From an optimization exercise on the open Yosys and OpenROAD flow, aimed at small area and a short achievable clock period; shortcuts taken in it are not production practice.
The RTL was checked by simulation tests, not by an equivalence proof against the original design.
The clock input has no modelled driver; a real chip could not lean on it and would need a root buffer or a full tree.
Power figures rest on the tool's default switching activity, not on a simulated workload.

Setup of v48:
==> flow/design.v <==
module cmpshift(clk,a,b,ge_m,lt_x,ex,mx,my,sg,sx);
input clk;
input [31:0] a,b;
input ge_m,lt_x;
output reg [7:0] ex;
output reg [22:0] mx;
output reg [23:0] my;
output reg sg,sx;
wire [7:0] e1 = a[30:23];
wire [7:0] e2 = b[30:23];
wire [7:0] emax = lt_x ? e2 : e1;
wire [7:0] emin = lt_x ? e1 : e2;
wire [7:0] diff = emax - emin;
wire [23:0] ms = ge_m ? {1'b1,b[22:0]} : {1'b1,a[22:0]};
wire big = (|diff[7:5]) | (diff[4] & diff[3]);
wire [23:0] sh = ms >> diff[4:0];
always @(posedge clk) begin
  ex <= emax + 8'h81;
  mx <= lt_x ? b[22:0] : a[22:0];
  my <= big ? 24'd0 : sh;
  sg <= lt_x ? b[31] : a[31];
  sx <= a[31] ^ b[31];
end
endmodule
module faddsub(clk,ex,mx,my,sg,sx,t,ex_o,sg_o);
input clk;
input [7:0] ex;
input [22:0] mx;
input [23:0] my;
input sg,sx;
output reg [23:0] t;
output reg [7:0] ex_o;
output reg sg_o;
wire [24:0] sum = {2'b01,mx} + {1'b0,my};
wire neg = sum[24] & sx;
reg [24:0] low;
integer i;
always @* begin
  low[0] = 1'b0;
  for (i = 1; i < 25; i = i + 1)
    low[i] = low[i-1] | sum[i-1];
end
wire [24:0] m = sum ^ ({25{neg}} & low);
always @(posedge clk) begin
  t <= m[24:1];
  ex_o <= ex;
  sg_o <= sg ^ neg;
end
endmodule
module buffer2(clk,t,ex,sg,q);
input clk;
input [23:0] t;
input [7:0] ex;
input sg;
output reg [31:0] q;
wire [7:0] h = t[23:16];
wire [2:0] lz;
assign lz[2] = ~|h[7:4];
assign lz[1] = lz[2] ? ~|h[3:2] : ~|h[7:6];
assign lz[0] = lz[2] ? (lz[1] ? ~h[1] : ~h[3]) : (lz[1] ? ~h[5] : ~h[7]);
wire [23:0] tn = t << lz;
always @(posedge clk)
  q <= {sg, ex - {5'd0,lz}, tn[22:0]};
endmodule
module normalized(clk,t,ex,sg,t_o,ex_o,sg_o);
input clk;
input [23:0] t;
input [7:0] ex;
input sg;
output reg [23:0] t_o;
output reg [7:0] ex_o;
output reg sg_o;
wire z16 = ~|t[23:8];
wire [23:0] t1 = z16 ? {t[7:0],16'd0} : t;
wire z8 = ~|t1[23:16];
wire [23:0] t2 = z8 ? {t1[15:0],8'd0} : t1;
always @(posedge clk) begin
  t_o <= t2;
  ex_o <= {ex[7:3] - {3'd0,z16,z8}, ex[2:0]};
  sg_o <= sg;
end
endmodule
module fpadd(a,b,clk,out);
input [31:0] a,b;
input clk;
output [31:0] out;
reg [31:0] ra, rb;
reg ge_m, lt_x;
always @(posedge clk) begin
  ra <= a;
  rb <= b;
  ge_m <= a[30:23] >= b[30:23];
  lt_x <= a[30:23] < b[30:23];
end
wire [7:0] ex2;
wire [22:0] mx2;
wire [23:0] my2;
wire sg2, sx2;
cmpshift u_cmp(.clk(clk), .a(ra), .b(rb), .ge_m(ge_m), .lt_x(lt_x), .ex(ex2), .mx(mx2), .my(my2), .sg(sg2), .sx(sx2));
wire [23:0] t3;
wire [7:0] ex3;
wire sg3;
faddsub u_add(.clk(clk), .ex(ex2), .mx(mx2), .my(my2), .sg(sg2), .sx(sx2), .t(t3), .ex_o(ex3), .sg_o(sg3));
wire [23:0] t4;
wire [7:0] ex4;
wire sg4;
normalized u_norm(.clk(clk), .t(t3), .ex(ex3), .sg(sg3), .t_o(t4), .ex_o(ex4), .sg_o(sg4));
buffer2 u_out(.clk(clk), .t(t4), .ex(ex4), .sg(sg4), .q(out));
endmodule
export LEC_CHECK = 0
export ABC_AREA = 1
export CAP_MARGIN = 20
export CORE_MARGIN = 2
export CORE_UTILIZATION = 70
export PLACE_DENSITY = 0.8
export SLEW_MARGIN = 20
create_clock -name core_clock -period 13.0 [get_ports {clk}]
standard.sh (not shown) runs the stock make flow with config.mk's settings and CLKGATE_MAP_FILE= SYNTH_SCRIPT=/design/flow/synth_recipe.tcl, a recipe that flattens the netlist after the stock synthesis.
==> flow/flow/run.sh <==
#!/bin/bash
# Standard ORFS layout with three changes: plain buffers (not delay cells)
# on the ports (flow/place_hook.tcl); a two-level inverter clock tree in
# place of TritonCTS (flow/cts_hook.tcl); and timing repair asked to leave
# more setup slack than the clock needs, so that it buffers and sizes the
# slowest paths.
set -euo pipefail
here=$(pwd)
export PRE_GLOBAL_PLACE_TCL=$here/flow/place_hook.tcl
export SETUP_SLACK_MARGIN=9.65
export PRE_CTS_TCL=$here/flow/cts_hook.tcl
export MANTREE_LEAVES=10
bash standard.sh > standard.log 2>&1
Other scripts of this flow, unchanged in this note and not shown: flow/flow/cts_hook.tcl, flow/flow/mantree.tcl, flow/flow/place_hook.tcl
What v27 does differently from v48 at the input level:
- changing PLACE_DENSITY from 0.8 to 0.6
- changing CORE_UTILIZATION from 70 to 50
diff --git a/flow/flow/run.sh b/flow/flow/run.sh
--- a/flow/flow/run.sh
+++ b/flow/flow/run.sh
@@ -9,3 +9,3 @@
 export PRE_GLOBAL_PLACE_TCL=$here/flow/place_hook.tcl
-export SETUP_SLACK_MARGIN=9.65
+export SETUP_SLACK_MARGIN=9.6
 export PRE_CTS_TCL=$here/flow/cts_hook.tcl
### Flow results
- Min slew at the pin closest to its max-slew limit across v48 and v27: v48
- Shortest clock period the worst path allows after layout in v27 is 0.0092 ns higher than in v48
- First-pass GRT wire length, v27 vs v48: up slightly
- Comparing v48 and v27, growth of design area from synthesis to finish is higher on v48.
- On share of the clock period used by the worst path after layout, v48 tracks v27 almost exactly.
- v48 → v27: met3 routing resource usage after global routing fell 0.69 points; area of the placeable core rose 40%; post-DP HPWL rose 260 um; global-route usage fell 7.4 points.
Here is what was changed in the inputs of v3 compared with v27.
- PLACE_DENSITY: 0.6 -> 0.7
- CORE_UTILIZATION: 50 -> 60
diff --git a/flow/flow/run.sh b/flow/flow/run.sh
--- a/flow/flow/run.sh
+++ b/flow/flow/run.sh
@@ -12,2 +12,3 @@
 export MANTREE_LEAVES=10
+export SKIP_GATE_CLONING=1
 bash standard.sh > standard.log 2>&1
## What came out
- Timing startpoint of the critical path: u_out.q[25] -> v3, u_out.q[21] -> v27
- Between v3 and v27, the difference in synthesized area is negligible.
- Between v3 and v27, it is v3 whose sum of net half-perimeters after detailed placement is lower, by about 2%.
- Going from v27 to v3, post-detailed-routing wire length -0.45%; area used by sequential logic in the layout ~0 delta; worst setup slack +0.0081 ns; share of the final layout cell area in sequential cells ~0 delta.
Relative to v3, the following input files were edited for v38:
diff --git a/flow/flow/run.sh b/flow/flow/run.sh
--- a/flow/flow/run.sh
+++ b/flow/flow/run.sh
@@ -9,6 +9,5 @@
 export PRE_GLOBAL_PLACE_TCL=$here/flow/place_hook.tcl
-export SETUP_SLACK_MARGIN=9.6
+export SETUP_SLACK_MARGIN=9.7
 export PRE_CTS_TCL=$here/flow/cts_hook.tcl
 export MANTREE_LEAVES=10
-export SKIP_GATE_CLONING=1
 bash standard.sh > standard.log 2>&1
[summary]
v3 -> v38: number of standard cells in the layout, taps in and fillers out increased slightly. Between v38 and v3, the switching share of power figures differ only marginally. Number of vias after detailed routing came out higher on v38 than on v3. The number of iterations in the first detailed-routing pass number comes out lower for v3 vs v38. Total power of v38 is higher than that of v3. Compared with v3, in v38 sequential portion of the cell area saw a decrease, clock network fraction of total power lost 0.3 points. Changes observed in v38 relative to v3: aggregate global-route resource usage ~0 delta; power density over the cells ~0 delta; maximum number of pins on one net before global-route repair +24.
No run of this note takes its clock network from TritonCTS; it comes from the design's own scripts or RTL.

==> port drivers added, routing unchanged <==
No port has a modelled driver above. Below, the same layouts with a new extraction and two added sets of constraints.
Step 1: set_driving_cell puts a clkbuf_16 on clk and a buf_2 on each other input, an assumption about the parent block.
Step 2 also shifts input and output timing later by t, the mid clock arrival at the registers, as if the neighbouring blocks saw the same clock.
Slacks: no drivers / after step 1 / after step 2; pairs: no drivers / after step 1.
run | shift t [ns] | setup WS [ns] | latest minus earliest clock arrival (ns) | slew at the worst register clock pin (ns)
v48 | 0.343 | 9.663 / 9.588 / 9.368 | 0.029 / 0.030 | 0.10 / 0.10
v27 | 0.353 | 9.653 / 9.577 / 9.387 | 0.023 / 0.023 | 0.10 / 0.10
v3 | 0.347 | 9.661 / 9.584 / 9.396 | 0.027 / 0.027 | 0.10 / 0.10
v38 | 0.348 | 9.663 / 9.585 / 9.435 | 0.023 / 0.023 | 0.10 / 0.10
After both steps setup and hold are still met in every run listed. For v48, which loses most, drivers alone change the setup slack by -0.075 ns; drivers and shift together by -0.295 ns.
